Source: an optimization exercise on an open RTL-to-GDS flow (aim: small area, a short achievable clock period and few clock cycles per item). Production flows keep margins and buffers that such runs may drop. In this exercise RTL edits were held to simulation tests only and were not proved equivalent to the original.

**flow/constraint.sdc**
```tcl
create_clock -name core_clock -period 10.0 [get_ports {clk}]
set_input_delay 2.0000 -clock core_clock [delete_from_list [all_inputs] [get_ports {clk}]]
set_output_delay 2.0000 -clock core_clock [all_outputs]
set_load 0.01 [all_outputs]
```
**flow/config.mk**
```make
export PLATFORM = sky130hd
export DESIGN_NAME = R_CORDIC_Unit
export DESIGN_NICKNAME = R_CORDIC_Unit
export VERILOG_FILES = /design/flow/design.v
export SDC_FILE = /design/flow/constraint.sdc
export NUM_CORES = 4
export LEC_CHECK = 0
export CAP_MARGIN = 20
export CORE_MARGIN = 2
export CORE_UTILIZATION = 60
export PLACE_DENSITY = 0.7
export SLEW_MARGIN = 20
```
**flow/standard.sh**
```bash
#!/bin/bash
# synth_recipe.tcl (not shown) runs the flow's synth.tcl, then flattens the netlist and writes it again
# the make line also repeats each setting of config.mk as NAME=value (left out here)
make -C /OpenROAD-flow-scripts/flow DESIGN_CONFIG=/design/flow/config.mk WORK_HOME=/design/flow/orfs CLKGATE_MAP_FILE= SYNTH_SCRIPT=/design/flow/synth_recipe.tcl "${@:-finish}"
```
**flow/design.v**
```verilog
module LUT (
    input      [14:0] step,     
    output reg [31:0] value
);
    always @(*) begin
        value = 32'h0;
        if (step[0]) value = value | 32'h2D000000;
        if (step[1]) value = value | 32'h1A90F0F5;
        if (step[2]) value = value | 32'h0E0926A5;
        if (step[3]) value = value | 32'h072023D0;
        if (step[4]) value = value | 32'h03937ABF;
        if (step[5]) value = value | 32'h01C95CAD;
        if (step[6]) value = value | 32'h00E492E5;
        if (step[7]) value = value | 32'h00722D16;
        if (step[8]) value = value | 32'h00391D3F;
        if (step[9]) value = value | 32'h001CC3DD;
        if (step[10]) value = value | 32'h000E2487;
        if (step[11]) value = value | 32'h00072290;
        if (step[12]) value = value | 32'h0003917C;
        if (step[13]) value = value | 32'h0001E66E;
        if (step[14]) value = value | 32'h0000E557;
    end
endmodule
module add_sk (input [31:0] a, input [31:0] b, input cin, output [31:0] s);
  wire [31:0] p = a ^ b;
  wire [31:0] g0 = a & b;
  wire gc0 = g0[0] | (p[0] & cin);
  wire g_0_1 = g0[1] | (p[1] & gc0);
  wire p_0_1 = p[1] & p[0];
  wire g_0_3 = g0[3] | (p[3] & g0[2]);
  wire p_0_3 = p[3] & p[2];
  wire g_0_5 = g0[5] | (p[5] & g0[4]);
  wire p_0_5 = p[5] & p[4];
  wire g_0_7 = g0[7] | (p[7] & g0[6]);
  wire p_0_7 = p[7] & p[6];
  wire g_0_9 = g0[9] | (p[9] & g0[8]);
  wire p_0_9 = p[9] & p[8];
  wire g_0_11 = g0[11] | (p[11] & g0[10]);
  wire p_0_11 = p[11] & p[10];
  wire g_0_13 = g0[13] | (p[13] & g0[12]);
  wire p_0_13 = p[13] & p[12];
  wire g_0_15 = g0[15] | (p[15] & g0[14]);
  wire p_0_15 = p[15] & p[14];
  wire g_0_17 = g0[17] | (p[17] & g0[16]);
  wire p_0_17 = p[17] & p[16];
  wire g_0_19 = g0[19] | (p[19] & g0[18]);
  wire p_0_19 = p[19] & p[18];
  wire g_0_21 = g0[21] | (p[21] & g0[20]);
  wire p_0_21 = p[21] & p[20];
  wire g_0_23 = g0[23] | (p[23] & g0[22]);
  wire p_0_23 = p[23] & p[22];
  wire g_0_25 = g0[25] | (p[25] & g0[24]);
  wire p_0_25 = p[25] & p[24];
  wire g_0_27 = g0[27] | (p[27] & g0[26]);
  wire p_0_27 = p[27] & p[26];
  wire g_0_29 = g0[29] | (p[29] & g0[28]);
  wire p_0_29 = p[29] & p[28];
  wire g_0_31 = g0[31] | (p[31] & g0[30]);
  wire p_0_31 = p[31] & p[30];
  wire g_1_2 = g0[2] | (p[2] & g_0_1);
  wire p_1_2 = p[2] & p_0_1;
  wire g_1_3 = g_0_3 | (p_0_3 & g_0_1);
  wire p_1_3 = p_0_3 & p_0_1;
  wire g_1_6 = g0[6] | (p[6] & g_0_5);
  wire p_1_6 = p[6] & p_0_5;
  wire g_1_7 = g_0_7 | (p_0_7 & g_0_5);
  wire p_1_7 = p_0_7 & p_0_5;
  wire g_1_10 = g0[10] | (p[10] & g_0_9);
  wire p_1_10 = p[10] & p_0_9;
  wire g_1_11 = g_0_11 | (p_0_11 & g_0_9);
  wire p_1_11 = p_0_11 & p_0_9;
  wire g_1_14 = g0[14] | (p[14] & g_0_13);
  wire p_1_14 = p[14] & p_0_13;
  wire g_1_15 = g_0_15 | (p_0_15 & g_0_13);
  wire p_1_15 = p_0_15 & p_0_13;
  wire g_1_18 = g0[18] | (p[18] & g_0_17);
  wire p_1_18 = p[18] & p_0_17;
  wire g_1_19 = g_0_19 | (p_0_19 & g_0_17);
  wire p_1_19 = p_0_19 & p_0_17;
  wire g_1_22 = g0[22] | (p[22] & g_0_21);
  wire p_1_22 = p[22] & p_0_21;
  wire g_1_23 = g_0_23 | (p_0_23 & g_0_21);
  wire p_1_23 = p_0_23 & p_0_21;
  wire g_1_26 = g0[26] | (p[26] & g_0_25);
  wire p_1_26 = p[26] & p_0_25;
  wire g_1_27 = g_0_27 | (p_0_27 & g_0_25);
  wire p_1_27 = p_0_27 & p_0_25;
  wire g_1_30 = g0[30] | (p[30] & g_0_29);
  wire p_1_30 = p[30] & p_0_29;
  wire g_1_31 = g_0_31 | (p_0_31 & g_0_29);
  wire p_1_31 = p_0_31 & p_0_29;
  wire g_2_4 = g0[4] | (p[4] & g_1_3);
  wire p_2_4 = p[4] & p_1_3;
  wire g_2_5 = g_0_5 | (p_0_5 & g_1_3);
  wire p_2_5 = p_0_5 & p_1_3;
  wire g_2_6 = g_1_6 | (p_1_6 & g_1_3);
  wire p_2_6 = p_1_6 & p_1_3;
  wire g_2_7 = g_1_7 | (p_1_7 & g_1_3);
  wire p_2_7 = p_1_7 & p_1_3;
  wire g_2_12 = g0[12] | (p[12] & g_1_11);
  wire p_2_12 = p[12] & p_1_11;
  wire g_2_13 = g_0_13 | (p_0_13 & g_1_11);
  wire p_2_13 = p_0_13 & p_1_11;
  wire g_2_14 = g_1_14 | (p_1_14 & g_1_11);
  wire p_2_14 = p_1_14 & p_1_11;
  wire g_2_15 = g_1_15 | (p_1_15 & g_1_11);
  wire p_2_15 = p_1_15 & p_1_11;
  wire g_2_20 = g0[20] | (p[20] & g_1_19);
  wire p_2_20 = p[20] & p_1_19;
  wire g_2_21 = g_0_21 | (p_0_21 & g_1_19);
  wire p_2_21 = p_0_21 & p_1_19;
  wire g_2_22 = g_1_22 | (p_1_22 & g_1_19);
  wire p_2_22 = p_1_22 & p_1_19;
  wire g_2_23 = g_1_23 | (p_1_23 & g_1_19);
  wire p_2_23 = p_1_23 & p_1_19;
  wire g_2_28 = g0[28] | (p[28] & g_1_27);
  wire p_2_28 = p[28] & p_1_27;
  wire g_2_29 = g_0_29 | (p_0_29 & g_1_27);
  wire p_2_29 = p_0_29 & p_1_27;
  wire g_2_30 = g_1_30 | (p_1_30 & g_1_27);
  wire p_2_30 = p_1_30 & p_1_27;
  wire g_2_31 = g_1_31 | (p_1_31 & g_1_27);
  wire p_2_31 = p_1_31 & p_1_27;
  wire g_3_8 = g0[8] | (p[8] & g_2_7);
  wire p_3_8 = p[8] & p_2_7;
  wire g_3_9 = g_0_9 | (p_0_9 & g_2_7);
  wire p_3_9 = p_0_9 & p_2_7;
  wire g_3_10 = g_1_10 | (p_1_10 & g_2_7);
  wire p_3_10 = p_1_10 & p_2_7;
  wire g_3_11 = g_1_11 | (p_1_11 & g_2_7);
  wire p_3_11 = p_1_11 & p_2_7;
  wire g_3_12 = g_2_12 | (p_2_12 & g_2_7);
  wire p_3_12 = p_2_12 & p_2_7;
  wire g_3_13 = g_2_13 | (p_2_13 & g_2_7);
  wire p_3_13 = p_2_13 & p_2_7;
  wire g_3_14 = g_2_14 | (p_2_14 & g_2_7);
  wire p_3_14 = p_2_14 & p_2_7;
  wire g_3_15 = g_2_15 | (p_2_15 & g_2_7);
  wire p_3_15 = p_2_15 & p_2_7;
  wire g_3_24 = g0[24] | (p[24] & g_2_23);
  wire p_3_24 = p[24] & p_2_23;
  wire g_3_25 = g_0_25 | (p_0_25 & g_2_23);
  wire p_3_25 = p_0_25 & p_2_23;
  wire g_3_26 = g_1_26 | (p_1_26 & g_2_23);
  wire p_3_26 = p_1_26 & p_2_23;
  wire g_3_27 = g_1_27 | (p_1_27 & g_2_23);
  wire p_3_27 = p_1_27 & p_2_23;
  wire g_3_28 = g_2_28 | (p_2_28 & g_2_23);
  wire p_3_28 = p_2_28 & p_2_23;
  wire g_3_29 = g_2_29 | (p_2_29 & g_2_23);
  wire p_3_29 = p_2_29 & p_2_23;
  wire g_3_30 = g_2_30 | (p_2_30 & g_2_23);
  wire p_3_30 = p_2_30 & p_2_23;
  wire g_3_31 = g_2_31 | (p_2_31 & g_2_23);
  wire p_3_31 = p_2_31 & p_2_23;
  wire g_4_16 = g0[16] | (p[16] & g_3_15);
  wire p_4_16 = p[16] & p_3_15;
  wire g_4_17 = g_0_17 | (p_0_17 & g_3_15);
  wire p_4_17 = p_0_17 & p_3_15;
  wire g_4_18 = g_1_18 | (p_1_18 & g_3_15);
  wire p_4_18 = p_1_18 & p_3_15;
  wire g_4_19 = g_1_19 | (p_1_19 & g_3_15);
  wire p_4_19 = p_1_19 & p_3_15;
  wire g_4_20 = g_2_20 | (p_2_20 & g_3_15);
  wire p_4_20 = p_2_20 & p_3_15;
  wire g_4_21 = g_2_21 | (p_2_21 & g_3_15);
  wire p_4_21 = p_2_21 & p_3_15;
  wire g_4_22 = g_2_22 | (p_2_22 & g_3_15);
  wire p_4_22 = p_2_22 & p_3_15;
  wire g_4_23 = g_2_23 | (p_2_23 & g_3_15);
  wire p_4_23 = p_2_23 & p_3_15;
  wire g_4_24 = g_3_24 | (p_3_24 & g_3_15);
  wire p_4_24 = p_3_24 & p_3_15;
  wire g_4_25 = g_3_25 | (p_3_25 & g_3_15);
  wire p_4_25 = p_3_25 & p_3_15;
  wire g_4_26 = g_3_26 | (p_3_26 & g_3_15);
  wire p_4_26 = p_3_26 & p_3_15;
  wire g_4_27 = g_3_27 | (p_3_27 & g_3_15);
  wire p_4_27 = p_3_27 & p_3_15;
  wire g_4_28 = g_3_28 | (p_3_28 & g_3_15);
  wire p_4_28 = p_3_28 & p_3_15;
  wire g_4_29 = g_3_29 | (p_3_29 & g_3_15);
  wire p_4_29 = p_3_29 & p_3_15;
  wire g_4_30 = g_3_30 | (p_3_30 & g_3_15);
  wire p_4_30 = p_3_30 & p_3_15;
  wire g_4_31 = g_3_31 | (p_3_31 & g_3_15);
  wire p_4_31 = p_3_31 & p_3_15;
  assign s = p ^ {g_4_30, g_4_29, g_4_28, g_4_27, g_4_26, g_4_25, g_4_24, g_4_23, g_4_22, g_4_21, g_4_20, g_4_19, g_4_18, g_4_17, g_4_16, g_3_15, g_3_14, g_3_13, g_3_12, g_3_11, g_3_10, g_3_9, g_3_8, g_2_7, g_2_6, g_2_5, g_2_4, g_1_3, g_1_2, g_0_1, gc0, cin};
endmodule
module rsh (
    input  [31:0] d,
    input  [3:0]  lo,
    input  [3:0]  hi,
    output [31:0] q
);
    wire [46:0] de = {{15{d[31]}}, d};
    wire [43:0] t;
    genvar j;
    generate
        for (j = 0; j < 44; j = j + 1) begin : s1
            assign t[j] = (lo[0] & de[j]) | (lo[1] & de[j + 1]) |
                          (lo[2] & de[j + 2]) | (lo[3] & de[j + 3]);
        end
        for (j = 0; j < 32; j = j + 1) begin : s2
            assign q[j] = (hi[0] & t[j]) | (hi[1] & t[j + 4]) |
                          (hi[2] & t[j + 8]) | (hi[3] & t[j + 12]);
        end
    endgenerate
endmodule
module R_CORDIC (
    input  [31:0] x,
    output [31:0] s,
    output [31:0] c,
    output        cin
);
    wire w1 = x[31] ^ ~x[27];
    wire w2 = x[31] & ~x[27];
    wire w3 = ~x[28] ^ x[24];
    wire w4 = ~x[28] & x[24];
    wire w5 = ~x[29] ^ x[25];
    wire w6 = ~x[29] & x[25];
    wire w7 = ~x[30] ^ x[26];
    wire w8 = ~x[30] & x[26];
    wire w9 = ~x[15] ^ ~x[11];
    wire w10 = ~x[15] & ~x[11];
    wire w11 = ~x[16] ^ ~x[12];
    wire w12 = ~x[16] & ~x[12];
    wire w13 = ~x[17] ^ ~x[13];
    wire w14 = ~x[17] & ~x[13];
    wire w15 = ~x[18] ^ ~x[14] ^ x[10];
    wire w16 = (~x[18] & ~x[14]) | (~x[18] & x[10]) | (~x[14] & x[10]);
    wire w17 = x[8] ^ ~x[6];
    wire w18 = x[8] & ~x[6];
    wire w19 = ~x[19] ^ ~x[15] ^ x[11];
    wire w20 = (~x[19] & ~x[15]) | (~x[19] & x[11]) | (~x[15] & x[11]);
    wire w21 = x[9] ^ ~x[7];
    wire w22 = x[9] & ~x[7];
    wire w23 = ~x[20] ^ ~x[16] ^ x[12];
    wire w24 = (~x[20] & ~x[16]) | (~x[20] & x[12]) | (~x[16] & x[12]);
    wire w25 = x[10] ^ ~x[8];
    wire w26 = x[10] & ~x[8];
    wire w27 = ~x[21] ^ ~x[17] ^ x[13];
    wire w28 = (~x[21] & ~x[17]) | (~x[21] & x[13]) | (~x[17] & x[13]);
    wire w29 = x[11] ^ ~x[9] ^ ~x[6];
    wire w30 = (x[11] & ~x[9]) | (x[11] & ~x[6]) | (~x[9] & ~x[6]);
    wire w31 = ~x[22] ^ ~x[18] ^ x[14];
    wire w32 = (~x[22] & ~x[18]) | (~x[22] & x[14]) | (~x[18] & x[14]);
    wire w33 = x[12] ^ ~x[10] ^ ~x[7];
    wire w34 = (x[12] & ~x[10]) | (x[12] & ~x[7]) | (~x[10] & ~x[7]);
    wire w35 = ~x[23] ^ ~x[19] ^ x[15];
    wire w36 = (~x[23] & ~x[19]) | (~x[23] & x[15]) | (~x[19] & x[15]);
    wire w37 = x[13] ^ ~x[11] ^ ~x[8];
    wire w38 = (x[13] & ~x[11]) | (x[13] & ~x[8]) | (~x[11] & ~x[8]);
    wire w39 = ~x[5] ^ x[2];
    wire w40 = ~x[5] & x[2];
    wire w41 = ~x[24] ^ ~x[20] ^ x[16];
    wire w42 = (~x[24] & ~x[20]) | (~x[24] & x[16]) | (~x[20] & x[16]);
    wire w43 = x[14] ^ ~x[12] ^ ~x[9];
    wire w44 = (x[14] & ~x[12]) | (x[14] & ~x[9]) | (~x[12] & ~x[9]);
    wire w45 = ~x[6] ^ x[3] ^ x[1];
    wire w46 = (~x[6] & x[3]) | (~x[6] & x[1]) | (x[3] & x[1]);
    wire w47 = ~x[25] ^ ~x[21] ^ x[17];
    wire w48 = (~x[25] & ~x[21]) | (~x[25] & x[17]) | (~x[21] & x[17]);
    wire w49 = x[15] ^ ~x[13] ^ ~x[10];
    wire w50 = (x[15] & ~x[13]) | (x[15] & ~x[10]) | (~x[13] & ~x[10]);
    wire w51 = ~x[7] ^ x[4] ^ x[2];
    wire w52 = (~x[7] & x[4]) | (~x[7] & x[2]) | (x[4] & x[2]);
    wire w53 = ~x[26] ^ ~x[22] ^ x[18];
    wire w54 = (~x[26] & ~x[22]) | (~x[26] & x[18]) | (~x[22] & x[18]);
    wire w55 = x[16] ^ ~x[14] ^ ~x[11];
    wire w56 = (x[16] & ~x[14]) | (x[16] & ~x[11]) | (~x[14] & ~x[11]);
    wire w57 = ~x[8] ^ x[5] ^ x[3];
    wire w58 = (~x[8] & x[5]) | (~x[8] & x[3]) | (x[5] & x[3]);
    wire w59 = ~x[27] ^ ~x[23] ^ x[19];
    wire w60 = (~x[27] & ~x[23]) | (~x[27] & x[19]) | (~x[23] & x[19]);
    wire w61 = x[17] ^ ~x[15] ^ ~x[12];
    wire w62 = (x[17] & ~x[15]) | (x[17] & ~x[12]) | (~x[15] & ~x[12]);
    wire w63 = ~x[9] ^ x[6] ^ x[4];
    wire w64 = (~x[9] & x[6]) | (~x[9] & x[4]) | (x[6] & x[4]);
    wire w65 = ~x[28] ^ ~x[24] ^ x[20];
    wire w66 = (~x[28] & ~x[24]) | (~x[28] & x[20]) | (~x[24] & x[20]);
    wire w67 = x[18] ^ ~x[16] ^ ~x[13];
    wire w68 = (x[18] & ~x[16]) | (x[18] & ~x[13]) | (~x[16] & ~x[13]);
    wire w69 = ~x[10] ^ x[7] ^ x[5];
    wire w70 = (~x[10] & x[7]) | (~x[10] & x[5]) | (x[7] & x[5]);
    wire w71 = ~x[29] ^ ~x[25] ^ x[21];
    wire w72 = (~x[29] & ~x[25]) | (~x[29] & x[21]) | (~x[25] & x[21]);
    wire w73 = x[19] ^ ~x[17] ^ ~x[14];
    wire w74 = (x[19] & ~x[17]) | (x[19] & ~x[14]) | (~x[17] & ~x[14]);
    wire w75 = ~x[11] ^ x[8] ^ x[6];
    wire w76 = (~x[11] & x[8]) | (~x[11] & x[6]) | (x[8] & x[6]);
    wire w77 = ~x[30] ^ ~x[26] ^ x[22];
    wire w78 = (~x[30] & ~x[26]) | (~x[30] & x[22]) | (~x[26] & x[22]);
    wire w79 = x[20] ^ ~x[18] ^ ~x[15];
    wire w80 = (x[20] & ~x[18]) | (x[20] & ~x[15]) | (~x[18] & ~x[15]);
    wire w81 = ~x[12] ^ x[9] ^ x[7];
    wire w82 = (~x[12] & x[9]) | (~x[12] & x[7]) | (x[9] & x[7]);
    wire w83 = w1 ^ x[23] ^ x[21];
    wire w84 = (w1 & x[23]) | (w1 & x[21]) | (x[23] & x[21]);
    wire w85 = ~x[19] ^ ~x[16] ^ ~x[13];
    wire w86 = (~x[19] & ~x[16]) | (~x[19] & ~x[13]) | (~x[16] & ~x[13]);
    wire w87 = x[10] ^ x[8] ^ 1'b1;
    wire w88 = (x[10] & x[8]) | (x[10] & 1'b1) | (x[8] & 1'b1);
    wire w89 = w3 ^ x[22] ^ ~x[20];
    wire w90 = (w3 & x[22]) | (w3 & ~x[20]) | (x[22] & ~x[20]);
    wire w91 = ~x[17] ^ ~x[14] ^ x[11];
    wire w92 = (~x[17] & ~x[14]) | (~x[17] & x[11]) | (~x[14] & x[11]);
    wire w93 = x[9] ^ 1'b1 ^ w2;
    wire w94 = (x[9] & 1'b1) | (x[9] & w2) | (1'b1 & w2);
    wire w95 = w5 ^ x[23] ^ ~x[21];
    wire w96 = (w5 & x[23]) | (w5 & ~x[21]) | (x[23] & ~x[21]);
    wire w97 = ~x[18] ^ ~x[15] ^ x[12];
    wire w98 = (~x[18] & ~x[15]) | (~x[18] & x[12]) | (~x[15] & x[12]);
    wire w99 = x[10] ^ 1'b1 ^ w4;
    wire w100 = (x[10] & 1'b1) | (x[10] & w4) | (1'b1 & w4);
    wire w101 = w7 ^ x[24] ^ ~x[22];
    wire w102 = (w7 & x[24]) | (w7 & ~x[22]) | (x[24] & ~x[22]);
    wire w103 = ~x[19] ^ ~x[16] ^ x[13];
    wire w104 = (~x[19] & ~x[16]) | (~x[19] & x[13]) | (~x[16] & x[13]);
    wire w105 = x[11] ^ 1'b1 ^ w6;
    wire w106 = (x[11] & 1'b1) | (x[11] & w6) | (1'b1 & w6);
    wire w107 = x[31] ^ x[27] ^ x[25];
    wire w108 = (x[31] & x[27]) | (x[31] & x[25]) | (x[27] & x[25]);
    wire w109 = ~x[23] ^ ~x[20] ^ ~x[17];
    wire w110 = (~x[23] & ~x[20]) | (~x[23] & ~x[17]) | (~x[20] & ~x[17]);
    wire w111 = x[14] ^ x[12] ^ w8;
    wire w112 = (x[14] & x[12]) | (x[14] & w8) | (x[12] & w8);
    wire w113 = x[28] ^ x[26] ^ ~x[24];
    wire w114 = (x[28] & x[26]) | (x[28] & ~x[24]) | (x[26] & ~x[24]);
    wire w115 = ~x[21] ^ ~x[18] ^ x[15];
    wire w116 = (~x[21] & ~x[18]) | (~x[21] & x[15]) | (~x[18] & x[15]);
    wire w117 = x[13] ^ 1'b1;
    wire w118 = x[13] & 1'b1;
    wire w119 = x[29] ^ x[27] ^ ~x[25];
    wire w120 = (x[29] & x[27]) | (x[29] & ~x[25]) | (x[27] & ~x[25]);
    wire w121 = ~x[22] ^ ~x[19] ^ x[16];
    wire w122 = (~x[22] & ~x[19]) | (~x[22] & x[16]) | (~x[19] & x[16]);
    wire w123 = x[14] ^ 1'b1;
    wire w124 = x[14] & 1'b1;
    wire w125 = x[30] ^ x[28] ^ ~x[26];
    wire w126 = (x[30] & x[28]) | (x[30] & ~x[26]) | (x[28] & ~x[26]);
    wire w127 = ~x[23] ^ ~x[20] ^ x[17];
    wire w128 = (~x[23] & ~x[20]) | (~x[23] & x[17]) | (~x[20] & x[17]);
    wire w129 = x[15] ^ 1'b1;
    wire w130 = x[15] & 1'b1;
    wire w131 = ~x[31] ^ x[29] ^ ~x[27];
    wire w132 = (~x[31] & x[29]) | (~x[31] & ~x[27]) | (x[29] & ~x[27]);
    wire w133 = ~x[24] ^ ~x[21] ^ x[18];
    wire w134 = (~x[24] & ~x[21]) | (~x[24] & x[18]) | (~x[21] & x[18]);
    wire w135 = x[30] ^ ~x[28] ^ ~x[25];
    wire w136 = (x[30] & ~x[28]) | (x[30] & ~x[25]) | (~x[28] & ~x[25]);
    wire w137 = ~x[22] ^ x[19];
    wire w138 = ~x[22] & x[19];
    wire w139 = ~x[31] ^ ~x[29] ^ ~x[26];
    wire w140 = (~x[31] & ~x[29]) | (~x[31] & ~x[26]) | (~x[29] & ~x[26]);
    wire w141 = ~x[30] ^ ~x[27];
    wire w142 = ~x[30] & ~x[27];
    wire w143 = ~x[12] ^ ~x[8] ^ x[4];
    wire w144 = (~x[12] & ~x[8]) | (~x[12] & x[4]) | (~x[8] & x[4]);
    wire w145 = ~x[13] ^ ~x[9] ^ x[5];
    wire w146 = (~x[13] & ~x[9]) | (~x[13] & x[5]) | (~x[9] & x[5]);
    wire w147 = ~x[14] ^ ~x[10] ^ x[6];
    wire w148 = (~x[14] & ~x[10]) | (~x[14] & x[6]) | (~x[10] & x[6]);
    wire w149 = w9 ^ x[7] ^ x[5];
    wire w150 = (w9 & x[7]) | (w9 & x[5]) | (x[7] & x[5]);
    wire w151 = ~x[3] ^ ~x[0];
    wire w152 = ~x[3] & ~x[0];
    wire w153 = w11 ^ x[8] ^ x[6];
    wire w154 = (w11 & x[8]) | (w11 & x[6]) | (x[8] & x[6]);
    wire w155 = ~x[4] ^ ~x[1] ^ w10;
    wire w156 = (~x[4] & ~x[1]) | (~x[4] & w10) | (~x[1] & w10);
    wire w157 = w13 ^ x[9] ^ x[7];
    wire w158 = (w13 & x[9]) | (w13 & x[7]) | (x[9] & x[7]);
    wire w159 = ~x[5] ^ ~x[2] ^ w12;
    wire w160 = (~x[5] & ~x[2]) | (~x[5] & w12) | (~x[2] & w12);
    wire w161 = w15 ^ w17 ^ ~x[3];
    wire w162 = (w15 & w17) | (w15 & ~x[3]) | (w17 & ~x[3]);
    wire w163 = ~x[0] ^ 1'b1 ^ w14;
    wire w164 = (~x[0] & 1'b1) | (~x[0] & w14) | (1'b1 & w14);
    wire w165 = w19 ^ w21 ^ ~x[4];
    wire w166 = (w19 & w21) | (w19 & ~x[4]) | (w21 & ~x[4]);
    wire w167 = ~x[1] ^ w16 ^ w18;
    wire w168 = (~x[1] & w16) | (~x[1] & w18) | (w16 & w18);
    wire w169 = w23 ^ w25 ^ ~x[5];
    wire w170 = (w23 & w25) | (w23 & ~x[5]) | (w25 & ~x[5]);
    wire w171 = ~x[2] ^ w20 ^ w22;
    wire w172 = (~x[2] & w20) | (~x[2] & w22) | (w20 & w22);
    wire w173 = w27 ^ w29 ^ ~x[3];
    wire w174 = (w27 & w29) | (w27 & ~x[3]) | (w29 & ~x[3]);
    wire w175 = x[0] ^ w24 ^ w26;
    wire w176 = (x[0] & w24) | (x[0] & w26) | (w24 & w26);
    wire w177 = w31 ^ w33 ^ ~x[4];
    wire w178 = (w31 & w33) | (w31 & ~x[4]) | (w33 & ~x[4]);
    wire w179 = x[1] ^ w28 ^ w30;
    wire w180 = (x[1] & w28) | (x[1] & w30) | (w28 & w30);
    wire w181 = w35 ^ w37 ^ w39;
    wire w182 = (w35 & w37) | (w35 & w39) | (w37 & w39);
    wire w183 = x[0] ^ w32 ^ w34;
    wire w184 = (x[0] & w32) | (x[0] & w34) | (w32 & w34);
    wire w185 = w41 ^ w43 ^ w45;
    wire w186 = (w41 & w43) | (w41 & w45) | (w43 & w45);
    wire w187 = w36 ^ w38 ^ w40;
    wire w188 = (w36 & w38) | (w36 & w40) | (w38 & w40);
    wire w189 = w47 ^ w49 ^ w51;
    wire w190 = (w47 & w49) | (w47 & w51) | (w49 & w51);
    wire w191 = w42 ^ w44 ^ w46;
    wire w192 = (w42 & w44) | (w42 & w46) | (w44 & w46);
    wire w193 = w53 ^ w55 ^ w57;
    wire w194 = (w53 & w55) | (w53 & w57) | (w55 & w57);
    wire w195 = w48 ^ w50 ^ w52;
    wire w196 = (w48 & w50) | (w48 & w52) | (w50 & w52);
    wire w197 = w59 ^ w61 ^ w63;
    wire w198 = (w59 & w61) | (w59 & w63) | (w61 & w63);
    wire w199 = w54 ^ w56 ^ w58;
    wire w200 = (w54 & w56) | (w54 & w58) | (w56 & w58);
    wire w201 = w65 ^ w67 ^ w69;
    wire w202 = (w65 & w67) | (w65 & w69) | (w67 & w69);
    wire w203 = w60 ^ w62 ^ w64;
    wire w204 = (w60 & w62) | (w60 & w64) | (w62 & w64);
    wire w205 = w71 ^ w73 ^ w75;
    wire w206 = (w71 & w73) | (w71 & w75) | (w73 & w75);
    wire w207 = w66 ^ w68 ^ w70;
    wire w208 = (w66 & w68) | (w66 & w70) | (w68 & w70);
    wire w209 = w77 ^ w79 ^ w81;
    wire w210 = (w77 & w79) | (w77 & w81) | (w79 & w81);
    wire w211 = w72 ^ w74 ^ w76;
    wire w212 = (w72 & w74) | (w72 & w76) | (w74 & w76);
    wire w213 = w83 ^ w85 ^ w87;
    wire w214 = (w83 & w85) | (w83 & w87) | (w85 & w87);
    wire w215 = w78 ^ w80 ^ w82;
    wire w216 = (w78 & w80) | (w78 & w82) | (w80 & w82);
    wire w217 = w89 ^ w91 ^ w93;
    wire w218 = (w89 & w91) | (w89 & w93) | (w91 & w93);
    wire w219 = w84 ^ w86 ^ w88;
    wire w220 = (w84 & w86) | (w84 & w88) | (w86 & w88);
    wire w221 = w95 ^ w97 ^ w99;
    wire w222 = (w95 & w97) | (w95 & w99) | (w97 & w99);
    wire w223 = w90 ^ w92 ^ w94;
    wire w224 = (w90 & w92) | (w90 & w94) | (w92 & w94);
    wire w225 = w101 ^ w103 ^ w105;
    wire w226 = (w101 & w103) | (w101 & w105) | (w103 & w105);
    wire w227 = w96 ^ w98 ^ w100;
    wire w228 = (w96 & w98) | (w96 & w100) | (w98 & w100);
    wire w229 = w107 ^ w109 ^ w111;
    wire w230 = (w107 & w109) | (w107 & w111) | (w109 & w111);
    wire w231 = w102 ^ w104 ^ w106;
    wire w232 = (w102 & w104) | (w102 & w106) | (w104 & w106);
    wire w233 = w113 ^ w115 ^ w117;
    wire w234 = (w113 & w115) | (w113 & w117) | (w115 & w117);
    wire w235 = w108 ^ w110 ^ w112;
    wire w236 = (w108 & w110) | (w108 & w112) | (w110 & w112);
    wire w237 = w119 ^ w121 ^ w123;
    wire w238 = (w119 & w121) | (w119 & w123) | (w121 & w123);
    wire w239 = w114 ^ w116 ^ w118;
    wire w240 = (w114 & w116) | (w114 & w118) | (w116 & w118);
    wire w241 = w125 ^ w127 ^ w129;
    wire w242 = (w125 & w127) | (w125 & w129) | (w127 & w129);
    wire w243 = w120 ^ w122 ^ w124;
    wire w244 = (w120 & w122) | (w120 & w124) | (w122 & w124);
    wire w245 = w131 ^ w133 ^ x[16];
    wire w246 = (w131 & w133) | (w131 & x[16]) | (w133 & x[16]);
    wire w247 = w126 ^ w128 ^ w130;
    wire w248 = (w126 & w128) | (w126 & w130) | (w128 & w130);
    wire w249 = w135 ^ w137 ^ x[17];
    wire w250 = (w135 & w137) | (w135 & x[17]) | (w137 & x[17]);
    wire w251 = 1'b1 ^ w132 ^ w134;
    wire w252 = (1'b1 & w132) | (1'b1 & w134) | (w132 & w134);
    wire w253 = w139 ^ ~x[23] ^ x[20];
    wire w254 = (w139 & ~x[23]) | (w139 & x[20]) | (~x[23] & x[20]);
    wire w255 = x[18] ^ w136 ^ w138;
    wire w256 = (x[18] & w136) | (x[18] & w138) | (w136 & w138);
    wire w257 = w141 ^ ~x[24] ^ x[21];
    wire w258 = (w141 & ~x[24]) | (w141 & x[21]) | (~x[24] & x[21]);
    wire w259 = x[19] ^ 1'b1 ^ w140;
    wire w260 = (x[19] & 1'b1) | (x[19] & w140) | (1'b1 & w140);
    wire w261 = x[31] ^ ~x[28] ^ ~x[25];
    wire w262 = (x[31] & ~x[28]) | (x[31] & ~x[25]) | (~x[28] & ~x[25]);
    wire w263 = x[22] ^ x[20] ^ w142;
    wire w264 = (x[22] & x[20]) | (x[22] & w142) | (x[20] & w142);
    wire w265 = ~x[29] ^ ~x[26] ^ x[23];
    wire w266 = (~x[29] & ~x[26]) | (~x[29] & x[23]) | (~x[26] & x[23]);
    wire w267 = x[21] ^ 1'b1;
    wire w268 = x[21] & 1'b1;
    wire w269 = ~x[30] ^ ~x[27] ^ x[24];
    wire w270 = (~x[30] & ~x[27]) | (~x[30] & x[24]) | (~x[27] & x[24]);
    wire w271 = x[22] ^ 1'b1;
    wire w272 = x[22] & 1'b1;
    wire w273 = x[31] ^ ~x[28] ^ x[25];
    wire w274 = (x[31] & ~x[28]) | (x[31] & x[25]) | (~x[28] & x[25]);
    wire w275 = ~x[29] ^ x[26];
    wire w276 = ~x[29] & x[26];
    wire w277 = ~x[30] ^ x[27];
    wire w278 = ~x[30] & x[27];
    wire w279 = ~x[10] ^ ~x[6];
    wire w280 = ~x[10] & ~x[6];
    wire w281 = ~x[11] ^ ~x[7] ^ x[3];
    wire w282 = (~x[11] & ~x[7]) | (~x[11] & x[3]) | (~x[7] & x[3]);
    wire w283 = w143 ^ x[2] ^ ~x[0];
    wire w284 = (w143 & x[2]) | (w143 & ~x[0]) | (x[2] & ~x[0]);
    wire w285 = w145 ^ x[3] ^ ~x[1];
    wire w286 = (w145 & x[3]) | (w145 & ~x[1]) | (x[3] & ~x[1]);
    wire w287 = w147 ^ x[4] ^ ~x[2];
    wire w288 = (w147 & x[4]) | (w147 & ~x[2]) | (x[4] & ~x[2]);
    wire w289 = w149 ^ w151 ^ 1'b1;
    wire w290 = (w149 & w151) | (w149 & 1'b1) | (w151 & 1'b1);
    wire w291 = w153 ^ w155 ^ w150;
    wire w292 = (w153 & w155) | (w153 & w150) | (w155 & w150);
    wire w293 = w157 ^ w159 ^ w154;
    wire w294 = (w157 & w159) | (w157 & w154) | (w159 & w154);
    wire w295 = w161 ^ w163 ^ w158;
    wire w296 = (w161 & w163) | (w161 & w158) | (w163 & w158);
    wire w297 = w165 ^ w167 ^ w162;
    wire w298 = (w165 & w167) | (w165 & w162) | (w167 & w162);
    wire w299 = w169 ^ w171 ^ w166;
    wire w300 = (w169 & w171) | (w169 & w166) | (w171 & w166);
    wire w301 = w173 ^ w175 ^ w170;
    wire w302 = (w173 & w175) | (w173 & w170) | (w175 & w170);
    wire w303 = w177 ^ w179 ^ w174;
    wire w304 = (w177 & w179) | (w177 & w174) | (w179 & w174);
    wire w305 = w181 ^ w183 ^ w178;
    wire w306 = (w181 & w183) | (w181 & w178) | (w183 & w178);
    wire w307 = w185 ^ w187 ^ w182;
    wire w308 = (w185 & w187) | (w185 & w182) | (w187 & w182);
    wire w309 = w189 ^ w191 ^ w186;
    wire w310 = (w189 & w191) | (w189 & w186) | (w191 & w186);
    wire w311 = w193 ^ w195 ^ w190;
    wire w312 = (w193 & w195) | (w193 & w190) | (w195 & w190);
    wire w313 = w197 ^ w199 ^ w194;
    wire w314 = (w197 & w199) | (w197 & w194) | (w199 & w194);
    wire w315 = w201 ^ w203 ^ w198;
    wire w316 = (w201 & w203) | (w201 & w198) | (w203 & w198);
    wire w317 = w205 ^ w207 ^ w202;
    wire w318 = (w205 & w207) | (w205 & w202) | (w207 & w202);
    wire w319 = w209 ^ w211 ^ w206;
    wire w320 = (w209 & w211) | (w209 & w206) | (w211 & w206);
    wire w321 = w213 ^ w215 ^ w210;
    wire w322 = (w213 & w215) | (w213 & w210) | (w215 & w210);
    wire w323 = w217 ^ w219 ^ w214;
    wire w324 = (w217 & w219) | (w217 & w214) | (w219 & w214);
    wire w325 = w221 ^ w223 ^ w218;
    wire w326 = (w221 & w223) | (w221 & w218) | (w223 & w218);
    wire w327 = w225 ^ w227 ^ w222;
    wire w328 = (w225 & w227) | (w225 & w222) | (w227 & w222);
    wire w329 = w229 ^ w231 ^ w226;
    wire w330 = (w229 & w231) | (w229 & w226) | (w231 & w226);
    wire w331 = w233 ^ w235 ^ w230;
    wire w332 = (w233 & w235) | (w233 & w230) | (w235 & w230);
    wire w333 = w237 ^ w239 ^ w234;
    wire w334 = (w237 & w239) | (w237 & w234) | (w239 & w234);
    wire w335 = w241 ^ w243 ^ w238;
    wire w336 = (w241 & w243) | (w241 & w238) | (w243 & w238);
    wire w337 = w245 ^ w247 ^ w242;
    wire w338 = (w245 & w247) | (w245 & w242) | (w247 & w242);
    wire w339 = w249 ^ w251 ^ w246;
    wire w340 = (w249 & w251) | (w249 & w246) | (w251 & w246);
    wire w341 = w253 ^ w255 ^ w250;
    wire w342 = (w253 & w255) | (w253 & w250) | (w255 & w250);
    wire w343 = w257 ^ w259 ^ w254;
    wire w344 = (w257 & w259) | (w257 & w254) | (w259 & w254);
    wire w345 = w261 ^ w263 ^ w258;
    wire w346 = (w261 & w263) | (w261 & w258) | (w263 & w258);
    wire w347 = w265 ^ w267 ^ w262;
    wire w348 = (w265 & w267) | (w265 & w262) | (w267 & w262);
    wire w349 = w269 ^ w271 ^ w266;
    wire w350 = (w269 & w271) | (w269 & w266) | (w271 & w266);
    wire w351 = w273 ^ x[23] ^ w270;
    wire w352 = (w273 & x[23]) | (w273 & w270) | (x[23] & w270);
    wire w353 = w275 ^ x[24] ^ 1'b1;
    wire w354 = (w275 & x[24]) | (w275 & 1'b1) | (x[24] & 1'b1);
    wire w355 = w277 ^ x[25] ^ 1'b1;
    wire w356 = (w277 & x[25]) | (w277 & 1'b1) | (x[25] & 1'b1);
    wire w357 = x[31] ^ x[28] ^ x[26];
    wire w358 = (x[31] & x[28]) | (x[31] & x[26]) | (x[28] & x[26]);
    wire w359 = x[29] ^ x[27];
    wire w360 = x[29] & x[27];
    wire w361 = x[30] ^ x[28];
    wire w362 = x[30] & x[28];
    wire w363 = ~x[4] ^ ~x[0];
    wire w364 = ~x[4] & ~x[0];
    wire w365 = ~x[5] ^ ~x[1];
    wire w366 = ~x[5] & ~x[1];
    wire w367 = ~x[6] ^ ~x[2];
    wire w368 = ~x[6] & ~x[2];
    wire w369 = ~x[7] ^ ~x[3];
    wire w370 = ~x[7] & ~x[3];
    wire w371 = ~x[8] ^ ~x[4] ^ x[0];
    wire w372 = (~x[8] & ~x[4]) | (~x[8] & x[0]) | (~x[4] & x[0]);
    wire w373 = ~x[9] ^ ~x[5] ^ x[1];
    wire w374 = (~x[9] & ~x[5]) | (~x[9] & x[1]) | (~x[5] & x[1]);
    wire w375 = w279 ^ x[2] ^ x[0];
    wire w376 = (w279 & x[2]) | (w279 & x[0]) | (x[2] & x[0]);
    wire w377 = w281 ^ x[1] ^ w280;
    wire w378 = (w281 & x[1]) | (w281 & w280) | (x[1] & w280);
    wire w379 = w283 ^ 1'b1 ^ w282;
    wire w380 = (w283 & 1'b1) | (w283 & w282) | (1'b1 & w282);
    wire w381 = w285 ^ w144 ^ w284;
    wire w382 = (w285 & w144) | (w285 & w284) | (w144 & w284);
    wire w383 = w287 ^ w146 ^ w286;
    wire w384 = (w287 & w146) | (w287 & w286) | (w146 & w286);
    wire w385 = w289 ^ w148 ^ w288;
    wire w386 = (w289 & w148) | (w289 & w288) | (w148 & w288);
    wire w387 = w291 ^ w152 ^ w290;
    wire w388 = (w291 & w152) | (w291 & w290) | (w152 & w290);
    wire w389 = w293 ^ w156 ^ w292;
    wire w390 = (w293 & w156) | (w293 & w292) | (w156 & w292);
    wire w391 = w295 ^ w160 ^ w294;
    wire w392 = (w295 & w160) | (w295 & w294) | (w160 & w294);
    wire w393 = w297 ^ w164 ^ w296;
    wire w394 = (w297 & w164) | (w297 & w296) | (w164 & w296);
    wire w395 = w299 ^ w168 ^ w298;
    wire w396 = (w299 & w168) | (w299 & w298) | (w168 & w298);
    wire w397 = w301 ^ w172 ^ w300;
    wire w398 = (w301 & w172) | (w301 & w300) | (w172 & w300);
    wire w399 = w303 ^ w176 ^ w302;
    wire w400 = (w303 & w176) | (w303 & w302) | (w176 & w302);
    wire w401 = w305 ^ w180 ^ w304;
    wire w402 = (w305 & w180) | (w305 & w304) | (w180 & w304);
    wire w403 = w307 ^ w184 ^ w306;
    wire w404 = (w307 & w184) | (w307 & w306) | (w184 & w306);
    wire w405 = w309 ^ w188 ^ w308;
    wire w406 = (w309 & w188) | (w309 & w308) | (w188 & w308);
    wire w407 = w311 ^ w192 ^ w310;
    wire w408 = (w311 & w192) | (w311 & w310) | (w192 & w310);
    wire w409 = w313 ^ w196 ^ w312;
    wire w410 = (w313 & w196) | (w313 & w312) | (w196 & w312);
    wire w411 = w315 ^ w200 ^ w314;
    wire w412 = (w315 & w200) | (w315 & w314) | (w200 & w314);
    wire w413 = w317 ^ w204 ^ w316;
    wire w414 = (w317 & w204) | (w317 & w316) | (w204 & w316);
    wire w415 = w319 ^ w208 ^ w318;
    wire w416 = (w319 & w208) | (w319 & w318) | (w208 & w318);
    wire w417 = w321 ^ w212 ^ w320;
    wire w418 = (w321 & w212) | (w321 & w320) | (w212 & w320);
    wire w419 = w323 ^ w216 ^ w322;
    wire w420 = (w323 & w216) | (w323 & w322) | (w216 & w322);
    wire w421 = w325 ^ w220 ^ w324;
    wire w422 = (w325 & w220) | (w325 & w324) | (w220 & w324);
    wire w423 = w327 ^ w224 ^ w326;
    wire w424 = (w327 & w224) | (w327 & w326) | (w224 & w326);
    wire w425 = w329 ^ w228 ^ w328;
    wire w426 = (w329 & w228) | (w329 & w328) | (w228 & w328);
    wire w427 = w331 ^ w232 ^ w330;
    wire w428 = (w331 & w232) | (w331 & w330) | (w232 & w330);
    wire w429 = w333 ^ w236 ^ w332;
    wire w430 = (w333 & w236) | (w333 & w332) | (w236 & w332);
    wire w431 = w335 ^ w240 ^ w334;
    wire w432 = (w335 & w240) | (w335 & w334) | (w240 & w334);
    wire w433 = w337 ^ w244 ^ w336;
    wire w434 = (w337 & w244) | (w337 & w336) | (w244 & w336);
    wire w435 = w339 ^ w248 ^ w338;
    wire w436 = (w339 & w248) | (w339 & w338) | (w248 & w338);
    wire w437 = w341 ^ w252 ^ w340;
    wire w438 = (w341 & w252) | (w341 & w340) | (w252 & w340);
    wire w439 = w343 ^ w256 ^ w342;
    wire w440 = (w343 & w256) | (w343 & w342) | (w256 & w342);
    wire w441 = w345 ^ w260 ^ w344;
    wire w442 = (w345 & w260) | (w345 & w344) | (w260 & w344);
    wire w443 = w347 ^ w264 ^ w346;
    wire w444 = (w347 & w264) | (w347 & w346) | (w264 & w346);
    wire w445 = w349 ^ w268 ^ w348;
    wire w446 = (w349 & w268) | (w349 & w348) | (w268 & w348);
    wire w447 = w351 ^ w272 ^ w350;
    wire w448 = (w351 & w272) | (w351 & w350) | (w272 & w350);
    wire w449 = w353 ^ w274 ^ w352;
    wire w450 = (w353 & w274) | (w353 & w352) | (w274 & w352);
    wire w451 = w355 ^ w276 ^ w354;
    wire w452 = (w355 & w276) | (w355 & w354) | (w276 & w354);
    wire w453 = w357 ^ w278 ^ w356;
    wire w454 = (w357 & w278) | (w357 & w356) | (w278 & w356);
    wire w455 = w359 ^ 1'b1 ^ w358;
    wire w456 = (w359 & 1'b1) | (w359 & w358) | (1'b1 & w358);
    wire w457 = w361 ^ 1'b1 ^ w360;
    wire w458 = (w361 & 1'b1) | (w361 & w360) | (1'b1 & w360);
    wire w459 = ~x[31] ^ x[29] ^ w362;
    wire w460 = (~x[31] & x[29]) | (~x[31] & w362) | (x[29] & w362);
    wire w461 = x[30] ^ 1'b1;
    wire w462 = x[30] & 1'b1;
    wire [23:0] la = {w401, w399, w397, w395, w393, w391, w389, w387, w385, w383, w381, w379, w377, w375, w373, w371, w369, w367, w365, w363, ~x[3], ~x[2], ~x[1], ~x[0]};
    wire [23:0] lb = {w400, w398, w396, w394, w392, w390, w388, w386, w384, w382, w380, w378, w376, w374, w372, w370, w368, w366, w364, 1'b1, 1'b0, 1'b0, 1'b0, 1'b1};
    wire [23:0] lg = la & lb;
    wire [23:0] lp = la | lb;
    wire cg1 = lg[1] | (lp[1] & lg[0]);
    wire cp1 = lp[1] & lp[0];
    wire cg2 = lg[3] | (lp[3] & lg[2]);
    wire cp2 = lp[3] & lp[2];
    wire cg3 = lg[5] | (lp[5] & lg[4]);
    wire cp3 = lp[5] & lp[4];
    wire cg4 = lg[7] | (lp[7] & lg[6]);
    wire cp4 = lp[7] & lp[6];
    wire cg5 = lg[9] | (lp[9] & lg[8]);
    wire cp5 = lp[9] & lp[8];
    wire cg6 = lg[11] | (lp[11] & lg[10]);
    wire cp6 = lp[11] & lp[10];
    wire cg7 = lg[13] | (lp[13] & lg[12]);
    wire cp7 = lp[13] & lp[12];
    wire cg8 = lg[15] | (lp[15] & lg[14]);
    wire cp8 = lp[15] & lp[14];
    wire cg9 = lg[17] | (lp[17] & lg[16]);
    wire cp9 = lp[17] & lp[16];
    wire cg10 = lg[19] | (lp[19] & lg[18]);
    wire cp10 = lp[19] & lp[18];
    wire cg11 = lg[21] | (lp[21] & lg[20]);
    wire cp11 = lp[21] & lp[20];
    wire cg12 = lg[23] | (lp[23] & lg[22]);
    wire cp12 = lp[23] & lp[22];
    wire cg13 = cg2 | (cp2 & cg1);
    wire cp13 = cp2 & cp1;
    wire cg14 = cg4 | (cp4 & cg3);
    wire cp14 = cp4 & cp3;
    wire cg15 = cg6 | (cp6 & cg5);
    wire cp15 = cp6 & cp5;
    wire cg16 = cg8 | (cp8 & cg7);
    wire cp16 = cp8 & cp7;
    wire cg17 = cg10 | (cp10 & cg9);
    wire cp17 = cp10 & cp9;
    wire cg18 = cg12 | (cp12 & cg11);
    wire cp18 = cp12 & cp11;
    wire cg19 = cg14 | (cp14 & cg13);
    wire cp19 = cp14 & cp13;
    wire cg20 = cg16 | (cp16 & cg15);
    wire cp20 = cp16 & cp15;
    wire cg21 = cg18 | (cp18 & cg17);
    wire cp21 = cp18 & cp17;
    wire cg22 = cg20 | (cp20 & cg19);
    wire cp22 = cp20 & cp19;
    wire cg23 = cg21 | (cp21 & cg22);
    wire cp23 = cp21 & cp22;
    assign cin = cg23;
    assign s = {1'b1, ~x[31], w461, w459, w457, w455, w453, w451, w449, w447, w445, w443, w441, w439, w437, w435, w433, w431, w429, w427, w425, w423, w421, w419, w417, w415, w413, w411, w409, w407, w405, w403};
    assign c = {1'b0, w462, w460, w458, w456, w454, w452, w450, w448, w446, w444, w442, w440, w438, w436, w434, w432, w430, w428, w426, w424, w422, w420, w418, w416, w414, w412, w410, w408, w406, w404, w402};
endmodule
module R_CORDIC_Unit (
    input signed [31:0]      i_data_1,
    input signed [31:0]      i_data_2,
    input signed [31:0]      angle,
    input                    en,
    input                    rst,
    input                    clk,
    output signed [31:0]     o_data_1,
    output signed [31:0]     o_data_2,
    output                   done_flag
);
    reg        busy, done;
    reg  [4:0] cnt;
    reg signed [31:0] bx, by, ba;
    reg               bc;
    reg        [3:0]  sxl, sxh;    
    reg        [3:0]  syl, syh;    
    reg        [14:0] oh;          
    reg               fin;     
    reg               hold;    
    reg               sgx;     
    reg               sgy_n;   
    reg               sga_n;   
    wire m1 = cnt == 5'd15;
    wire m2 = cnt == 5'd16;
    wire m3 = cnt == 5'd17;
    wire [4:0]  cnt_n = en ? 5'd0 : busy ? cnt + 5'd1 : cnt;
    wire        fin_n  = !en && busy && (m1 || m2);
    wire        hold_n = !en && busy && m2;
    wire [31:0] t;
    LUT lut (.step(oh), .value(t));
    wire cinx = sgx | (fin & bc);
    wire [31:0] sx, sy;
    rsh rsh_x (.d(bx), .lo(sxl), .hi(sxh), .q(sx));
    rsh rsh_y (.d(by), .lo(syl), .hi(syh), .q(sy));
    wire [31:0] nx, ny, na;
    add_sk add_x (.a(bx), .b(sy ^ {32{sgx}}),   .cin(cinx),  .s(nx));
    add_sk add_y (.a(by), .b(sx ^ {32{sgy_n}}), .cin(sgy_n), .s(ny));
    add_sk add_a (.a(ba), .b(t  ^ {32{sga_n}}), .cin(sga_n), .s(na));
    wire [31:0] ks, kc;
    wire        kci;
    R_CORDIC gain (.x(ba), .s(ks), .c(kc), .cin(kci));
    wire [31:0] ba_n = en ? angle : m1 ? by : (m2 || cnt == 5'd14) ? nx : na;
    wire        sg_n = en ? angle[31] : na[31];
    always @(posedge clk or posedge rst) begin
        if (rst) begin
            busy <= 1'b0;
            done <= 1'b0;
            cnt  <= 5'd0;
        end else begin
            done <= busy && m3;
            cnt  <= cnt_n;
            if (en)
                busy <= 1'b1;
            else if (m3)
                busy <= 1'b0;
        end
    end
    always @(posedge clk) begin
        bc    <= kci;
        fin   <= fin_n;
        hold  <= hold_n;
        sxl   <= 4'd1 << cnt_n[1:0];
        sxh   <= 4'd1 << cnt_n[3:2];
        syl   <= fin_n ? 4'd1 : 4'd1 << cnt_n[1:0];
        syh   <= fin_n ? 4'd1 : 4'd1 << cnt_n[3:2];
        oh    <= en ? 15'd1 : oh << 1;
        sgx   <= sg_n & ~fin_n;
        sgy_n <= ~sg_n;
        sga_n <= ~(sg_n | hold_n);
        ba    <= ba_n;
        if (en) begin
            bx <= i_data_1;
            by <= i_data_2;
        end else if (m1 | m2) begin
            bx <= ks;
            by <= kc;
        end else begin
            bx <= nx;
            by <= ny;
        end
    end
    assign o_data_1  = ba;
    assign o_data_2  = bx;
    assign done_flag = done;
endmodule
```
**flow/flow/run.sh**
```bash
#!/bin/bash
set -euo pipefail
export BUFFER_PORTS_ARGS="-buffer_cell sky130_fd_sc_hd__buf_1"
export SETUP_SLACK_MARGIN=6
bash standard.sh > standard.log 2>&1
```
==> results of run 1 <==
-- state kept, by name (all words and copies together) (netlist names) --
register,count
sxl,4
sgy_n,1
syl,4
sgx,1
oh,15
bx,32
busy,1
syh,4
by,32
sga_n,1
ba,32
bc,1
cnt,5
done,1
sxh,4
fin,1
-- metal layers --
metal,global-route usage,up-vias,part of all wire
met5,0,-,0
met4,0.2576,0,0.076
met3,0.08183,259,0.094
met2,0.6775,1087,0.46
met1,0.5342,8571,0.37
li1,-,7669,-
-- kinds of logic after synthesis --
kind of cell	count (synthesis)	share of synthesized area
xor+xnor	166	0.08081
simple gates	455	0.1139
compound gates	607	0.2314
buf+inv	348	0.07441
mux	32	0.01829
fa+ha+maj	344	0.3246
flops	139	0.1566
-- through the flow --
stage / setup slack (ns) / cells
2_1_floorplan: 5.993 / 2091
3_3_place_gp: 5.182 / 2551
3_5_place_dp: 5.066 / 2551
4_1_cts: 5.979 / 2609
5_1_grt: 5.742 / 2694
6_report: 5.901 / 2695
-- worst max-delay path: stages, from the launching register on --
cell and delay, ns:
dfxtp_4 0.38, buf_12 0.15, a22oi_2 0.18, nand2_2 0.11, a22oi_2 0.15, nand2_2 0.10
xnor2_2 0.15, fa_2 0.41, fa_2 0.35, nand2b_4 0.17, a21oi_4 0.16, o21ai_4 0.09
a211oi_4 0.25, buf_6 0.17, nor2_4 0.07, o31ai_4 0.32, a31oi_1 0.16, xnor2_1 0.26
nand2_1 0.17, a31oi_1 0.21
-- cells in the mapped netlist (9+ instances only) --
cell      count  area [µm²]
a211oi_1     22       165.2
a21o_1       23       172.7
a21oi_1     135       675.7
a221oi_1     35       306.5
a222oi_1     10       100.1
a22o_1       30       262.8
a22oi_1     142        1066
a31oi_1      17       106.4
and3_1        9       56.30
clkbuf_1    100       375.4
dfxtp_1     132        2643
fa_1        205        4104
ha_1        137        1714
inv_1       233       874.6
mux2i_1      25       250.2
nand2_1     198       743.2
nand2b_1     15       93.84
nand3_1      16       80.08
nor2_1      115       431.7
nor2b_1      21       131.4
nor3_1       25       125.1
nor4_1       13       81.33
o21a_1       13       97.59
o21ai_0     107       535.5
o22ai_1      12       75.07
xnor2_1     103       902.1
xor2_1       63       551.8
-- area by class of cell --
cell class,instances,area (µm²)
Tap cell,390,488.0
Fill cell,2363,8379
Sequential cell,139,2905
Inverter,233,942.2
Timing Repair Buffer,296,1717
Clock buffer,19,442.9
Multi-Input combinational cell,1604,14530
Clock inverter,13,156.4
Antenna cell,1,2.502
-- path summary, 6_finish.rpt --
check	from	end	depth (start not counted)
setup / recovery	syl[2]	ba[28]	19
hold / removal	oh[6]	oh[7]	1
setup reg to reg	syl[2]	ba[28]	19
hold reg to reg	oh[6]	oh[7]	1
max in group asynchronous	rst	done	2
min in group asynchronous	rst	cnt[4]	2
-- what timing repair did --
| item | in CTS | in global routing |
|---|---|---|
| cloned | 0 | 2 |
| gates resized for setup | 89 | 143 |
| endpoints found under the setup margin | 76 | 61 |
| hold buffers | 0 | 0 |
| pin swaps | 21 | 65 |
| setup buffers | 26 | 83 |
==> impl_metrics.toml, run 1 <==
[die]
dieArea_mm2 = 0.03139
start_util = 0.6086
die_w_um = 177.2
ioPinCount = 164
rows = 63
core_mm2 = 0.02956
die_h_um = 177.2

[critical_path]
endpoint_kind = "flip-flop"
startpoint_type = "flip-flop"
crit_required_ns = 10.38
r2r_slack_ns = 5.90
cp.arrival_ns = 4.48
path_max_fanout = 8
worstSetupPathType = "flip-flop to flip-flop"

[route]
route.detailed.drc = 0
ant_nets = 0
routed_via_density = 6.525
first_pass_iters = 9
drt_iter0_drc = 2038
routed_wl_um = 67310
vias = 17586
wl_per_cell_um = 24.98

[layout]
final_design_area_no_fill_mm2 = 0.02118
fin_util = 0.7165
drive_above_1_share = 0.1636
final_common_cell = "inv_1"
nets = 2732
final_cell_mix = "215 x inv_1, 200 x fa_1, 184 x nand2_1, 162 x buf_1, 134 x ha_1"
areaGrowthSynthToFinish_pct = 17.73

[place]
port_buffers = 163
placed_cell_area_mm2 = 0.01882
dpl.hpwl_um = 50610
place.gp.congestion = 1.026

[yosys]
yosysWarnings = 2
synth_area_mm2 = 0.01799
synth-edff-count = 0
syn_nets = 2532
synth_flop_cell = "dfxtp_1"
synth_area_per_cell_um2 = 8.604
synth_seq_cells = 139
seq_area_frac_synth = 0.1566
synthArstFlopShare = 0.05036
synthCells = 2091
synth.distinct_cells = 84

[sta]
rsz0062_at_grt = "true"
worst_pin_slew_ns = 1.129
finalSetupViolCount = 0
finClkSkew_ns = 0.01807
finalSetupTns_ns = 0
finalCritPeriodShare = 0.4099
hold_viol_final = 0
worst_hold_slack_ns = 0.5569
relSlewSlack = 0.2471
fmax_mhz = 244.0
min_period_ns = 4.099
report.final.slew_viol_count = 0

[grt]
gr-total-overflow = 0
grt_max_degree = 110
grt_pass1_vias = 16507
gr-usage-all-layers = 0.4250
antenna_found_initial = 1
grt_pass1_wl_um = 98200

[hold_path]
hp-class = "flip-flop to flip-flop"

[clock_network]
root_buffer = "clkbuf_16"
clkTransAtPathRegs_ns = 0.07
cts.sinks = 139
clk_latency_ns = 0.46
clk_path_buf_depth = 2
cts_tree = "yes"
cts_made_buffers = 17
h-tree-depth = 4

[run_status]
status = "timing/DRC/antenna clean"

[job]
cap_violations = 0
Testbench counts, summed over its fixed seeds: cycles 9,736, items 512.
==> inputs of run 2 (changes only) <==
==> flow/flow/run.sh (replaced) <==
#!/bin/bash
set -euo pipefail
export BUFFER_PORTS_ARGS="-buffer_cell sky130_fd_sc_hd__buf_1"
export SETUP_SLACK_MARGIN=6.25
bash standard.sh > standard.log 2>&1
==> impl_metrics.toml, run 2 <==
[die]
rows = 63
dieArea_mm2 = 0.03139
die_w_um = 177.2
ioPinCount = 164
start_util = 0.6086
die_h_um = 177.2
core_mm2 = 0.02956

[route]
wl_met2_um = 31520
vias = 17948
met3WireLength_um = 7316
wl_met1_um = 25600
ant_nets = 0
routed_via_density = 6.555
first_pass_iters = 10
wl_per_cell_um = 25.65
route.detailed.drc = 0
routed_wl_um = 70220
top_layer = "met4"
drt_iter0_drc = 2193

[yosys]
yosysWarnings = 2
synth.distinct_cells = 84
synth-compound-area-share = 0.2314
yosys-top-cells-count = "233 x inv_1, 205 x fa_1, 198 x nand2_1, 142 x a22oi_1, 137 x ha_1"
ys_top_cells_by_area = "fa_1 23%, dfxtp_1 15%, ha_1 9.5%"
synth-adder-area-share = 0.3246
synthXorXnorAreaFrac = 0.08081
syn_nets = 2532
synth_top_area_cell = "fa_1"
synth-edff-count = 0
synthSimpleGateAreaFrac = 0.1139
synth_seq_cells = 139
synth_mux_area_frac = 0.01829
synthCells = 2091
yosysMostFrequentCell = "inv_1"
synth_top_family_by_area = "adder cells"
synth_top_area_frac = 0.2281
synth_area_per_cell_um2 = 8.604
synth_area_mm2 = 0.01799
synthArstFlopShare = 0.05036
synth_flop_cell = "dfxtp_1"
seq_area_frac_synth = 0.1566

[layout]
stdcell_count = 2738
areaGrowthSynthToFinish_pct = 24.54
final_design_area_no_fill_mm2 = 0.02241
diodes = 0
multi_input_area_mm2 = 0.01520
nets = 2776
final_cell_mix = "211 x inv_1, 200 x fa_1, 171 x nand2_1, 162 x buf_1, 147 x buf_4"
drive_above_1_share = 0.2283
ff_latch_area_mm2 = 0.002947
final_common_cell = "inv_1"
top_regs = "ba x32, bx x32, by x32"
fill_cells = 2171

[clock_network]
holdBufCountCts = 0
clkTransAtPathRegs_ns = 0.07
clk_latency_ns = 0.47
cts_made_buffers = 17
root_buffer = "clkbuf_16"
cts_tree = "yes"
cts.sinks = 139
h-tree-depth = 4
clk_path_buf_depth = 2

[sta]
fmax_mhz = 248.0
hold_viol_final = 0
relSlewSlack = 0.2878
finClkSkew_ns = 0.01424
finalSetupTns_ns = 0
finalCritPeriodShare = 0.4032
min_period_ns = 4.032
rsz0062_at_grt = "true"
report.final.slew_viol_count = 0
worst_pin_slew_ns = 1.064
finalSetupViolCount = 0

[grt]
gr-total-overflow = 0
grt_max_degree = 71
grt_pass1_wl_um = 102400
gr-usage-all-layers = 0.4442
grt_pass1_vias = 17491
antenna_found_initial = 0

[critical_path]
endpoint_kind = "flip-flop"
cp.arrival_ns = 4.39
crit_required_ns = 10.36
critPathSlowestCell = "or3_4"
crit_family = "compound AO/OA/AOI/OAI gates"
crit_path_max_incr_delay_ns = 0.43
crit_buf_inv = 4
startpoint = "syl[3]"
path_max_fanout = 16
reg2reg_from = "syl[3]"
worstSetupPathType = "flip-flop to flip-flop"
startpoint_type = "flip-flop"
path_cells = "buf_12, a22oi_1, nand2_2, a22o_1, a221oi_2, xnor2_1, ha_1, nand3_1, or3_4, a211oi_4, buf_6, nor2_4, o31ai_4, buf_6, buf_4, a31oi_4, xnor2_2, nand2b_4, a22o_1"

[hold_path]
hp-class = "flip-flop to flip-flop"
min_from = "oh[9]"

[place]
dp_cells = 2550
dpl.hpwl_um = 49870
placed_cell_area_mm2 = 0.01885
place.gp.congestion = 0.9881
port_buffers = 163

[job]
cap_violations = 0

[run_status]
status = "timing/DRC/antenna clean"
## run 2: changes by cell type in the layout (fill, tap and decap cells not counted), sizes merged
cell      previous run  this run
clkinvlp            20        19
clkbuf              22        20
clkinv               2         0
inv                222       225
bufbuf               0         2
buf                293       337
diode                1         0
## run 2: layout make-up
class                           count  area share
Clock inverter                     13    0.006868
Tap cell                          390     0.02178
Timing Repair Buffer              340     0.09917
Sequential cell                   139      0.1315
Multi-Input combinational cell   1604      0.6786
Clock buffer                       19     0.01977
Inverter                          233     0.04233
## run 2: worst paths after layout
kind / endpoint / slack (ns) / cells after the start
min: oh[10] / 0.55 / 1
max: ba[26] / 5.97 / 19
min reg2reg: oh[10] / 0.55 / 1
max in group asynchronous: cnt[2] / 8.35 / 2
max reg2reg: ba[26] / 5.97 / 19
min in group asynchronous: done / 1.44 / 2
## run 2: layer usage
layer	up-vias	track usage
met5	-	0
met4	0	0.3206
met3	340	0.09686
met2	1205	0.6845
met1	8640	0.5509
li1	7763	-
## run 2: cells by family (layout without fill, tap and decap cells)
logic type      count (synthesis)  in the layout
flops                         139            139
xor+xnor                      166            166
simple gates                  455            455
compound gates                607            607
fa+ha+maj                     344            344
buf+inv                       348            605
mux                            32             32
## run 2: stage by stage
step                utilization  setup WS [ns]  hold WS (ns)
finish                   0.7580          5.968        0.5506
global route             0.7580          5.825        0.5740
CTS                      0.7222          6.028        0.5521
detailed placement       0.6375          5.121        0.5591
global placement         0.6375          5.261        0.5351
floorplan                     -          6.219        0.4977
## run 2: repair_timing
action                     CTS  global route
buffers inserted            99            52
cloned                       4             1
setup endpoints to repair   83            73
pin swaps                   91           127
gates resized for setup    264           156
==> inputs of run 3 (changes only) <==
==> flow/flow/run.sh (replaced) <==
#!/bin/bash
set -euo pipefail
export BUFFER_PORTS_ARGS="-buffer_cell sky130_fd_sc_hd__buf_1"
export SETUP_SLACK_MARGIN=5.75
bash standard.sh > standard.log 2>&1
--- a/flow/config.mk
+++ b/flow/config.mk
@@ -8,5 +8,6 @@
 export CAP_MARGIN = 20
 export CORE_MARGIN = 2
 export CORE_UTILIZATION = 60
+export CTS_BUF_LIST = sky130_fd_sc_hd__clkbuf_8
 export PLACE_DENSITY = 0.7
 export SLEW_MARGIN = 20
==> impl_metrics.toml, run 3 <==
[sta]
finalSetupViolCount = 0
min_period_ns = 4.204
report.final.slew_viol_count = 0
rsz0062_at_grt = "true"
relSlewSlack = 0.3378
hold_viol_final = 0
finClkSkew_ns = 0.03983
finalSetupTns_ns = 0
fmax_mhz = 237.9
finalCritPeriodShare = 0.4204

[clock_network]
clk_latency_ns = 0.53
clkTransAtPathRegs_ns = 0.10
clk_path_buf_depth = 2
cts_tree = "yes"
cts.sinks = 139
h-tree-depth = 4
cts_made_buffers = 17
root_buffer = "clkbuf_8"

[die]
dieArea_mm2 = 0.03139
start_util = 0.6086
rows = 63
ioPinCount = 164
die_w_um = 177.2
core_mm2 = 0.02956

[yosys]
synth.distinct_cells = 84
synthArstFlopShare = 0.05036
yosysMostFrequentCell = "inv_1"
yosys-top-cells-count = "233 x inv_1, 205 x fa_1, 198 x nand2_1, 142 x a22oi_1, 137 x ha_1"
synthCells = 2091
seq_area_frac_synth = 0.1566
synth-edff-count = 0
synth_flop_cell = "dfxtp_1"
synth_top_area_cell = "fa_1"

[place]
port_buffers = 163
place.gp.congestion = 0.9941

[hold_path]
min_from = "oh[4]"
holdPathStages = 1
hp-class = "flip-flop to flip-flop"
holdPathEnd = "oh[5]"

[layout]
areaGrowthSynthToFinish_pct = 10.93
fin_util = 0.6752
diodes = 0
nets = 2651
top_regs = "ba x32, bx x32, by x32"
final_cell_mix = "234 x inv_1, 202 x fa_1, 193 x nand2_1, 162 x buf_1, 137 x ha_1"
final_common_cell = "inv_1"

[critical_path]
endpoint_kind = "flip-flop"
r2r_cells = 19
crit_buf_inv = 2
startpoint_type = "flip-flop"
cp.arrival_ns = 4.62
worstSetupPathType = "flip-flop to flip-flop"
path_max_fanout = 8
critPathSlowestCell = "fa_2"
r2r_slack_ns = 5.80

[route]
vias = 16752
routed_via_density = 6.411
route.detailed.drc = 0
first_pass_iters = 7
wl_per_cell_um = 24.47
routed_wl_um = 63930

[grt]
grt_pass1_wl_um = 94600
gr-usage-all-layers = 0.4091
grt_pass1_vias = 16184
grt_max_degree = 88
antenna_found_initial = 0
gr-total-overflow = 0

[run_status]
status = "timing/DRC/antenna clean"
## run 3: cell counts after synthesis
No cell type changed its count.
## run 3: kinds of logic after synthesis
logic type,after synthesis,share of synthesized area
flops,139,0.1566
simple gates,455,0.1139
mux,32,0.01829
buf+inv,348,0.07441
compound gates,607,0.2314
fa+ha+maj,344,0.3246
xor+xnor,166,0.08081
## run 3: what timing repair did
item,in CTS,in global routing
hold buffers,0,0
buffers inserted,4,22
setup endpoints to repair,51,52
resized for setup,37,82
pin swaps,4,32
gates cloned,0,2
## run 3: stage by stage
step                std cells  instance area [µm²]  setup WS [ns]  hold slack, ns
floorplan                2091                17990          5.835          0.4977
global placement         2553                18830          5.366          0.5229
detailed placement       2553                18830          5.362          0.5221
CTS                      2589                19390          5.753          0.5390
global route             2613                19960          5.594          0.5474
finish                   2613                19960          5.796          0.5308
## run 3: layout make-up
| cell class | count | area, µm² |
|---|---|---|
| clock inverter | 15 | 161.4 |
| timing repair buffer | 215 | 1076 |
| tap | 390 | 488.0 |
| inverter | 233 | 885.9 |
| sequential | 139 | 2863 |
| clock buffer | 17 | 234.0 |
| multi-input combinational | 1604 | 14250 |
| fill | 2551 | 9602 |
## run 3: worst max-delay path by stage
stage	end	slack, ns
2_1_floorplan	ba[17]	5.83
3_3_place_gp	bx[28]	5.37
4_1_cts	sga_n	5.75
6_report	bx[27]	5.80
3_5_place_dp	by[29]	5.36
5_1_grt	bx[27]	5.59
## run 3: metal layers
layer / global-route usage / up-vias / wire (µm)
li1: - / 7490 / -
met1: 0.5156 / 8044 / 24480
met2: 0.6312 / 994 / 28520
met3: 0.08978 / 224 / 6182
met4: 0.2720 / 0 / 4751
met5: 0 / - / 0

==> afterwards: timing with drivers on the ports <==
In the flow no input, the clock included, has a driving cell. The finished layouts below were timed again as built, in two steps. Step 1 (the two cells are an assumption about what drives the block):
set clk [get_ports {clk}]
set_driving_cell -lib_cell sky130_fd_sc_hd__clkbuf_16 $clk
set_driving_cell -lib_cell sky130_fd_sc_hd__buf_2 [delete_from_list [all_inputs] $clk]
Step 2 moves the port delays by t, midway between the first and last clock arrival at a register: inputs arrive t later, outputs are due t later. That takes back most of the time a late clock gives input paths. Slacks: ideal ports / drivers / drivers and shift; pairs: ideal ports / drivers.
run	t, ns	setup WS [ns]	slew at the worst register clock pin (ns)
run 1	0.508	5.901 / 5.901 / 5.677	0.07 / 0.07
run 2	0.517	5.968 / 5.968 / 5.855	0.07 / 0.07
run 3	0.561	5.796 / 5.796 / 5.796	0.11 / 0.11
After both steps setup and hold are still met in every run listed. For run 1, which loses most, drivers alone change the setup slack by 0.000 ns; drivers and shift together by -0.224 ns.
